Background: an optimization exercise with open tools, aiming at small area and a short achievable clock period. Do not read the settings as production practice.
Where RTL was checked, it was by simulation tests only, not by an equivalence proof against the original.
Function not checked in run 2: the RTL went through the layout flow alone.
Power and IR drop assume default switching activity.

==> flow/design.v, too long to show whole: its modules and the start of the top module <==
// module fa: 8 lines
// module fpu_mul: 1038 lines
// module add_cmp24: 254 lines
// module carry_pfx: 13 lines
module fpu_mul( input         CLK,
                input         RESET,
                input         EN,
                input  [31:0] A,
                input  [31:0] B,
                output [31:0] Z );
  // ...
==> flow/flow/run.sh <==
#!/bin/bash
# Layout flow: the standard flow (standard.sh, the ORFS make targets) with
#  - the port buffers that ORFS inserts on every input and output made with
#    sky130_fd_sc_hd__buf_1 (BUFFER_PORTS_ARGS) instead of the default choice.
# Synthesis, floorplan, placement, CTS and routing are otherwise unchanged.
# Each ORFS step writes its full log under orfs/logs/; make's own output goes
# to standard.log here.
set -euo pipefail
MARGIN=$(cat flow/margin.txt 2>/dev/null || echo 6)
BUF=$(cat flow/portbuf.txt 2>/dev/null || echo sky130_fd_sc_hd__buf_1)
sed -E "s/SETUP_SLACK_MARGIN=[0-9.+-]+/SETUP_SLACK_MARGIN=${MARGIN} 'BUFFER_PORTS_ARGS=-buffer_cell ${BUF}'/" standard.sh > standard_margin.sh
grep -q "SETUP_SLACK_MARGIN=${MARGIN} " standard_margin.sh
bash standard_margin.sh > standard.log 2>&1
==> flow/flow/margin.txt <==
6.0
==> flow/standard.sh <==
#!/bin/bash
# synth_recipe.tcl (not shown) runs the flow's synth.tcl, then flattens the netlist and writes it again
# the make line also repeats each setting of config.mk as NAME=value (left out here)
make -C /OpenROAD-flow-scripts/flow DESIGN_CONFIG=/design/flow/config.mk WORK_HOME=/design/flow/orfs CLKGATE_MAP_FILE= SYNTH_SCRIPT=/design/flow/synth_recipe.tcl "${@:-finish}"
==> flow/config.mk <==
export PLATFORM = sky130hd
export DESIGN_NAME = fpu_mul
export DESIGN_NICKNAME = fpu_mul
export VERILOG_FILES = /design/flow/design.v
export SDC_FILE = /design/flow/constraint.sdc
export NUM_CORES = 4
export LEC_CHECK = 0
export ABC_AREA = 1
export CAP_MARGIN = 20
export CORE_MARGIN = 2
export CORE_UTILIZATION = 40
export SETUP_SLACK_MARGIN = 5
export SLEW_MARGIN = 20
export SYNTH_HIERARCHICAL = 1
export TNS_END_PERCENT = 10
==> flow/constraint.sdc <==
create_clock -name core_clock -period 10.0 [get_ports {CLK}]
set_input_delay 2.0000 -clock core_clock [delete_from_list [all_inputs] [get_ports {CLK}]]
set_output_delay 2.0000 -clock core_clock [all_outputs]
set_load 0.01 [all_outputs]
==> summary.json, run 1 <==
{
  "cp_slowest_stage_delay": {"value": 710, "unit": "ps"},
  "buffer_area_share": {"value": 6.08, "unit": "%"},
  "place.gp.congestion": {"value": 0.938},
  "cp.depth": {"value": 9},
  "invs_w_o_clock": {"value": 204},
  "grt_start_max_net_pins": {"value": 70},
  "layout.area.top_class": {"value": "multi-input gates"},
  "area_delta_synth_final": {"value": 13.1, "unit": "%"},
  "synthMostInstantiatedCell": {"value": "sky130_fd_sc_hd__xor2_1"},
  "grt_pass1_vias": {"value": 16400},
  "fin_crit_sh": {"value": 40.0, "unit": "%"},
  "fill_cells": {"value": 4630},
  "timing.critical_path.buf_inv": {"value": 2},
  "busiest_layer": {"value": "met2"},
  "area.share.sequential": {"value": 19.2, "unit": "%"},
  "clock_area_share": {"value": 2.88, "unit": "%"},
  "power.combinational.total": {"value": 0.00707, "unit": "W"},
  "outcome": {"value": "complete, no violations"},
  "power.clock.total": {"value": 0.000713, "unit": "W"},
  "dp_cells": {"value": 2666},
  "finalSetupTns": {"value": 0, "unit": "ps"},
  "power_sequential": {"value": 0.00116, "unit": "W"},
  "die_h": {"value": 225, "unit": "um"},
  "fin_worst_skew": {"value": 21.6, "unit": "ps"},
  "cts.reportedPaths.clkPinSlew": {"value": 80, "unit": "ps"},
  "antenna_left": {"value": 0},
  "worstSetupEndpointType": {"value": "flip-flop"},
  "timing.setup.critical_path_class": {"value": "reg2reg"},
  "synth_top_family_by_area": {"value": "adder cells"},
  "hold_class": {"value": "reg2reg"},
  "buffers": {"value": 208},
  "synth-main-ff-cell": {"value": "sky130_fd_sc_hd__dfxtp_1"},
  "synth_commonest_cells": {"value": "sky130_fd_sc_hd__xor2_1 (295), sky130_fd_sc_hd__fa_1 (264), sky130_fd_sc_hd__o22ai_1 (252), sky130_fd_sc_hd__nand2_1 (251), sky130_fd_sc_hd__inv_1 (173)"},
  "mappedNetlistNets": {"value": 2495},
  "placement_rows": {"value": 81},
  "max_freq": {"value": 0.250, "unit": "GHz"},
  "dr_wl_met2": {"value": 27.5, "unit": "mm"}
}
==> run 2, diff against run 1 <==
--- a/flow/design.v
+++ b/flow/design.v
@@ -1032,22 +1032,32 @@
 wire [22:0] f = m ? F1 : F0;
 wire r24 = m ? T1[23] : T0[23];
 wire [9:0] e2p = e2 + 10'd1;
 wire zero_a = e2[9] | zero2,  inf_a = (e2[9:8] == 2'b01);
 wire zero_b = e2p[9] | zero2, inf_b = (e2p[9:8] == 2'b01);
 wire ret_zero = r24 ? zero_b : zero_a;
 wire ret_inf  = r24 ? inf_b : inf_a;
 wire [7:0] en = r24 ? e2p[7:0] : e2[7:0];
-wire [30:0] ret_val = ret_zero ? 31'd0 : ret_inf ? {8'hFF, 23'd0} : {en, f};
-reg [31:0] z_r;
+reg        zs_r;        
+reg        kz_r;        
+reg        fi_r;        
+reg        km_r;        
+reg  [7:0] ze_r;
+reg [22:0] zm_r;
 always_ff @(posedge CLK)
-  if (RESET) z_r <= 32'd0;
-  else       z_r <= {sign2, ret_val};
-assign Z = z_r;
+  if (RESET) begin
+    zs_r <= 1'b0; kz_r <= 1'b0; fi_r <= 1'b0; km_r <= 1'b0;
+  end else begin
+    zs_r <= sign2; kz_r <= ~ret_zero; fi_r <= ret_inf & ~ret_zero; km_r <= ~(ret_zero | ret_inf);
+  end
+always_ff @(posedge CLK) begin
+  ze_r <= en; zm_r <= f;
+end
+assign Z = {zs_r, {8{fi_r}} | ({8{kz_r}} & ze_r), {23{km_r}} & zm_r};
 endmodule
 module add_cmp24( input  [23:0] a,
                   input  [23:0] b,
                   output [23:0] s0,
                   output [23:0] s1 );
 wire [23:0] p = a ^ b;
 wire [23:0] g = a & b;
 wire [23:0] G1, P1;
--- a/flow/config.mk
+++ b/flow/config.mk
@@ -7,9 +7,8 @@
 export LEC_CHECK = 0
 export ABC_AREA = 1
 export CAP_MARGIN = 20
 export CORE_MARGIN = 2
 export CORE_UTILIZATION = 40
 export SETUP_SLACK_MARGIN = 5
 export SLEW_MARGIN = 20
 export SYNTH_HIERARCHICAL = 1
-export TNS_END_PERCENT = 10
==> summary.json, run 2 <==
{
  "outcome": {"value": "complete, no violations", "change": "unchanged"},
  "die_area": {"value": 50900, "unit": "um^2", "change": "was 50,700 um^2"},
  "finalSetupTns": {"value": 0, "unit": "ps", "change": "unchanged"},
  "initial_core_util": {"value": 40.3, "unit": "%", "change": "was 40.2%"},
  "antenna_left": {"value": 0, "change": "unchanged"},
  "dr_wl_met3": {"value": 6.61, "unit": "mm", "change": "was 6.80 mm"},
  "synth-main-ff-cell": {"value": "sky130_fd_sc_hd__dfxtp_1", "change": "unchanged"},
  "place.gp.congestion": {"value": 0.909, "change": "was 0.938"},
  "num_vias": {"value": 16100, "change": "was 16,200"},
  "fin_worst_skew": {"value": 19.7, "unit": "ps", "change": "was 21.6 ps"},
  "timing.setup.critical_path_class": {"value": "reg2reg", "change": "unchanged"},
  "pwr-share-comb": {"value": 77.2, "unit": "%", "change": "was 79.0%"},
  "ys_warn_count": {"value": 7, "change": "unchanged"},
  "peak_supply_drop": {"value": 0.000184, "unit": "V", "change": "was 0.000199 V"},
  "cts_tree": {"value": "done", "change": "unchanged"},
  "layout.nets": {"value": 2647, "change": "was 2,599"},
  "yosys-top-cells-area": {"value": "sky130_fd_sc_hd__fa_1 (27%), sky130_fd_sc_hd__xor2_1 (13%), sky130_fd_sc_hd__dfxtp_1 (12%)", "change": "was sky130_fd_sc_hd__fa_1 (27%), sky130_fd_sc_hd__xor2_1 (13%), sky130_fd_sc_hd__dfxtp_1 (11%)"},
  "cellPowerDensity": {"value": 383, "unit": "nW/um^2", "change": "was 404 nW/um^2"},
  "fin_crit_sh": {"value": 39.6, "unit": "%", "change": "was 40.0%"},
  "syn-instance-count": {"value": 2088, "change": "was 2,055"},
  "synthMostInstantiatedCell": {"value": "sky130_fd_sc_hd__xor2_1", "change": "unchanged"},
  "worst-endpoint-arrival": {"value": 4320, "unit": "ps", "change": "was 4360 ps"},
  "initialDrtViolationCount": {"value": 1885, "change": "was 1,808"},
  "cts-root-buf": {"value": "sky130_fd_sc_hd__clkbuf_16", "change": "unchanged"},
  "grt_first_pass_wirelength": {"value": 91.6, "unit": "mm", "change": "was 96.0 mm"},
  "detailedRoute.firstPassIterationCount": {"value": 7, "change": "was 6"},
  "synth_largest_area_cell": {"value": "sky130_fd_sc_hd__fa_1", "change": "unchanged"},
  "ys_types": {"value": 43, "change": "was 48"},
  "layout_setup_ws": {"value": 6040, "unit": "ps", "change": "was 6000 ps"},
  "clk_path_buf_depth": {"value": 2, "change": "unchanged"},
  "worstSetupEndpointType": {"value": "flip-flop", "change": "unchanged"},
  "area_delta_synth_final": {"value": 12.9, "unit": "%", "change": "was 13.1%"},
  "die_h": {"value": 226, "unit": "um", "change": "was 225 um"},
  "postSynthAreaPerCell": {"value": 9.42, "unit": "um^2", "change": "was 9.53 um^2"},
  "route.final.wire_length": {"value": 61.5, "unit": "mm", "change": "was 63.8 mm"},
  "drv_cap": {"value": 0, "change": "unchanged"},
  "synth_top_cell_area_share": {"value": 26.9, "unit": "%", "change": "was 27.0%"},
  "cts.reportedPaths.clkPinSlew": {"value": 80, "unit": "ps", "change": "about the same"},
  "hpwl": {"value": 40.9, "unit": "mm", "change": "about the same"},
  "power_report.internal_total": {"value": 0.00420, "unit": "W", "change": "was 0.00436 W"},
  "power.static_leakage": {"value": 9.55, "unit": "nW", "change": "was 9.32 nW"},
  "dr.max_layer_used": {"value": "met4", "change": "unchanged"},
  "rsz0062_at_grt": {"value": "true", "change": "unchanged"},
  "max-slew-margin-rel": {"value": 34.4, "unit": "%", "change": "was 22.8%"},
  "viasPerCell": {"value": 5.59, "change": "was 5.81"},
  "power.clock.fraction": {"value": 8.0, "unit": "%", "change": "about the same"},
  "net-switching-power": {"value": 0.00429, "unit": "W", "change": "was 0.00459 W"},
  "synth-edff-count": {"value": 67, "change": "unchanged"},
  "dr_wl_met2": {"value": 26.6, "unit": "mm", "change": "was 27.5 mm"},
  "final-max-slew-violation-count": {"value": 0, "change": "unchanged"},
  "grt_pass1_vias": {"value": 15900, "change": "was 16,400"},
  "core-area": {"value": 48700, "unit": "um^2", "change": "was 48,600 um^2"},
  "setup_viol": {"value": 0, "change": "unchanged"},
  "cts_made_buffers": {"value": 17, "change": "unchanged"},
  "overall_overflow_remaining_after_global_route": {"value": 0, "change": "unchanged"},
  "synth_seq_cells": {"value": 182, "change": "was 179"},
  "sequential_share_of_the_synthesized_area": {"value": 21.9, "unit": "%", "change": "was 21.7%"},
  "path_max_fanout": {"value": 10, "change": "was 9"},
  "placement_rows": {"value": 81, "change": "unchanged"},
  "h-tree-depth": {"value": 4, "change": "unchanged"},
  "synth_cell_area": {"value": 19700, "unit": "um^2", "change": "was 19,600 um^2"},
  "routedLengthMet1": {"value": 25.2, "unit": "mm", "change": "was 25.5 mm"},
  "drc_errors": {"value": 0, "change": "unchanged"},
  "critPathRequiredTime": {"value": 10360, "unit": "ps", "change": "was 10,370 ps"},
  "antenna_cells_inserted": {"value": 0, "change": "unchanged"},
  "mostFrequentLayoutCell": {"value": "sky130_fd_sc_hd__xor2_1", "change": "unchanged"},
  "synth_commonest_cells": {"value": "sky130_fd_sc_hd__xor2_1 (299), sky130_fd_sc_hd__o22ai_1 (274), sky130_fd_sc_hd__fa_1 (264), sky130_fd_sc_hd__nand2_1 (218), sky130_fd_sc_hd__inv_1 (202)", "change": "was sky130_fd_sc_hd__xor2_1 (295), sky130_fd_sc_hd__fa_1 (264), sky130_fd_sc_hd__o22ai_1 (252), sky130_fd_sc_hd__nand2_1 (251), sky130_fd_sc_hd__inv_1 (173)"},
  "final-hold-violation-count": {"value": 0, "change": "unchanged"},
  "detail_route.wl_per_cell": {"value": 21.3, "unit": "um", "change": "was 22.8 um"},
  "finalCriticalPeriod": {"value": 3960, "unit": "ps", "change": "was 4000 ps"},
  "async_reset_ff_share": {"value": 0, "unit": "%", "change": "unchanged"},
  "start_kind": {"value": "flip-flop", "change": "unchanged"},
  "port-buffer-count": {"value": 98, "change": "unchanged"},
  "timing_worst_slew_pin_value": {"value": 983, "unit": "ps", "change": "was 1150 ps"},
  "grt_start_max_net_pins": {"value": 70, "change": "unchanged"},
  "mappedNetlistNets": {"value": 2528, "change": "was 2,495"},
  "count_of_hold_buffers_inserted_by_post_cts_repair": {"value": 0, "change": "unchanged"},
  "drive_gt1_share": {"value": 12.3, "unit": "%", "change": "was 12.9%"},
  "mostFrequentLayoutCells": {"value": "sky130_fd_sc_hd__xor2_1 (297), sky130_fd_sc_hd__o22ai_1 (273), sky130_fd_sc_hd__fa_1 (263)", "change": "was sky130_fd_sc_hd__xor2_1 (294), sky130_fd_sc_hd__fa_1 (261), sky130_fd_sc_hd__o22ai_1 (251)"},
  "clock_sink_count": {"value": 182, "change": "was 179"},
  "grt.total_usage": {"value": 23.7, "unit": "%", "change": "was 25.2%"},
  "pre_cts_ws": {"value": 5540, "unit": "ps", "change": "was 5140 ps"},
  "largest_registers": {"value": "hA x32, hB x32", "change": "was hA x32, hB x32, z_r x32"},
  "clk_latency": {"value": 490, "unit": "ps", "change": "was 500 ps"},
  "die-width": {"value": 226, "unit": "um", "change": "was 225 um"},
  "ioPinCount": {"value": 99, "change": "unchanged"},
  "max_freq": {"value": 0.253, "unit": "GHz", "change": "was 0.250 GHz"},
  "seq_power_share": {"value": 14.8, "unit": "%", "change": "was 13.0%"},
  "grt_antenna_before_repair": {"value": 0, "change": "unchanged"},
  "hold_class": {"value": "reg2reg", "change": "unchanged"},
  "sw_frac_of_total": {"value": 50.6, "unit": "%", "change": "was 51.3%"},
  "whs": {"value": 430, "unit": "ps", "change": "was 418 ps"}
}
-- run 2: metrics by stage --
stage	instance area (um^2)	std cells	util, %	power [W]
4_1_cts	21400	2795	43.9	0.00833
5_1_grt	22200	2884	45.5	0.00950
3_3_place_gp	20500	2733	42.0	0.00740
6_report	22200	2884	45.5	0.00849
3_5_place_dp	20500	2733	42.0	0.00755
2_1_floorplan	19700	2088	-	0.00598
-- run 2: cell families after synthesis --
family	count (synthesis)	synth area share [%]
compound gates	408	12.4
xor+xnor	313	13.9
fa+ha+maj	373	33.8
buf+inv	358	7.01
flops	182	21.9
mux	10	0.573
simple gates	444	10.3
-- run 2: layout make-up --
cell class | count | area [um^2]
inverters | 215 | 925
flip-flops and latches | 182 | 4310
fillers | 4690 | 26600
clock buffers | 17 | 425
repair buffers | 221 | 1380
well taps | 664 | 831
clock inverters | 15 | 166
repair inverters | 21 | 143
multi-input cells | 1549 | 14000
-- run 2: path summary, 6_finish.rpt --
| path | cells after the start | end | from | slack, ps |
|---|---|---|---|---|
| setup / recovery | 10 | hB[24]$_DFF_P_ | two[1]$_DFFE_PP_ | 6040 |
| hold / removal | 2 | zs_r$_SDFF_PP0_ | sign2$_SDFF_PP0_ | 430 |
| setup reg to reg | 10 | hB[24]$_DFF_P_ | two[1]$_DFFE_PP_ | 6040 |
| hold reg to reg | 2 | zs_r$_SDFF_PP0_ | sign2$_SDFF_PP0_ | 430 |
-- run 2: power groups by stage --
| stage | combinational, W | clock [W] | sequential [W] |
|---|---|---|---|
| 3_3_place_gp | 0.00613 | 0 | 0.00127 |
| 2_1_floorplan | 0.00474 | 0 | 0.00123 |
| 5_1_grt | 0.00749 | 0.000732 | 0.00128 |
| 3_5_place_dp | 0.00628 | 0 | 0.00127 |
| 4_1_cts | 0.00636 | 0.000706 | 0.00126 |
| 6_report | 0.00655 | 0.000683 | 0.00125 |
-- run 2: repair_timing --
action / CTS / global route
pin swaps: 0 / 4
cloned: 11 / 11
buffers inserted: 19 / 78
gates resized for setup: 34 / 39
endpoints found under the setup margin: 38 / 51
endpoints found under the hold margin: 0 / 0
-- run 2: layer usage --
layer	GRT usage [%]	vias to the layer above
met2	36.0	995
met5	0	-
li1	-	7192
met1	31.4	7746
met3	6.04	195
met4	12.1	0
-- run 2: Yosys stat by module (local to each module, per instance) --
module,cell area (um^2),cells,flip-flops and latches
carry_pfx,108,26,0
fa,20.0,1,0
fpu_mul,12800,1530,182
add_cmp24,1670,276,0
-- run 2: critical path, stage by stage (launching register included) --
cell and delay (ps):
sky130_fd_sc_hd__edfxtp_1 490, sky130_fd_sc_hd__buf_4 170, sky130_fd_sc_hd__clkinvlp_2 430, sky130_fd_sc_hd__o22ai_1 310
sky130_fd_sc_hd__xor2_1 110, sky130_fd_sc_hd__ha_1 290, sky130_fd_sc_hd__inv_1 60, sky130_fd_sc_hd__fa_1 470
sky130_fd_sc_hd__fa_1 510, sky130_fd_sc_hd__fa_1 590, sky130_fd_sc_hd__fa_1 410

re-timing with driven ports:
The flow's constraints put no driver on any port. The routed layouts listed below were extracted and timed again, unchanged, in two steps.
Step 1 sets driving cells, clkbuf_16 on the clock port and buf_2 on the other inputs (assumed; they add their load-dependent delay and slew).
Step 2 moves the port delays by t, midway between the first and last clock arrival at a register: inputs arrive t later, outputs are due t later. That takes back most of the time a late clock gives input paths.
Slacks: ideal ports / drivers / drivers and shift; pairs: ideal ports / drivers.
| run | shift t [ns] | slack for setup (ns) | slew at the worst register clock pin (ns) |
|---|---|---|---|
| run 1 | 0.540 | 6.005 / 6.005 / 6.005 | 0.09 / 0.09 |
| run 2 | 0.537 | 6.040 / 6.040 / 6.040 | 0.08 / 0.08 |
After both steps every run listed still meets setup and hold.
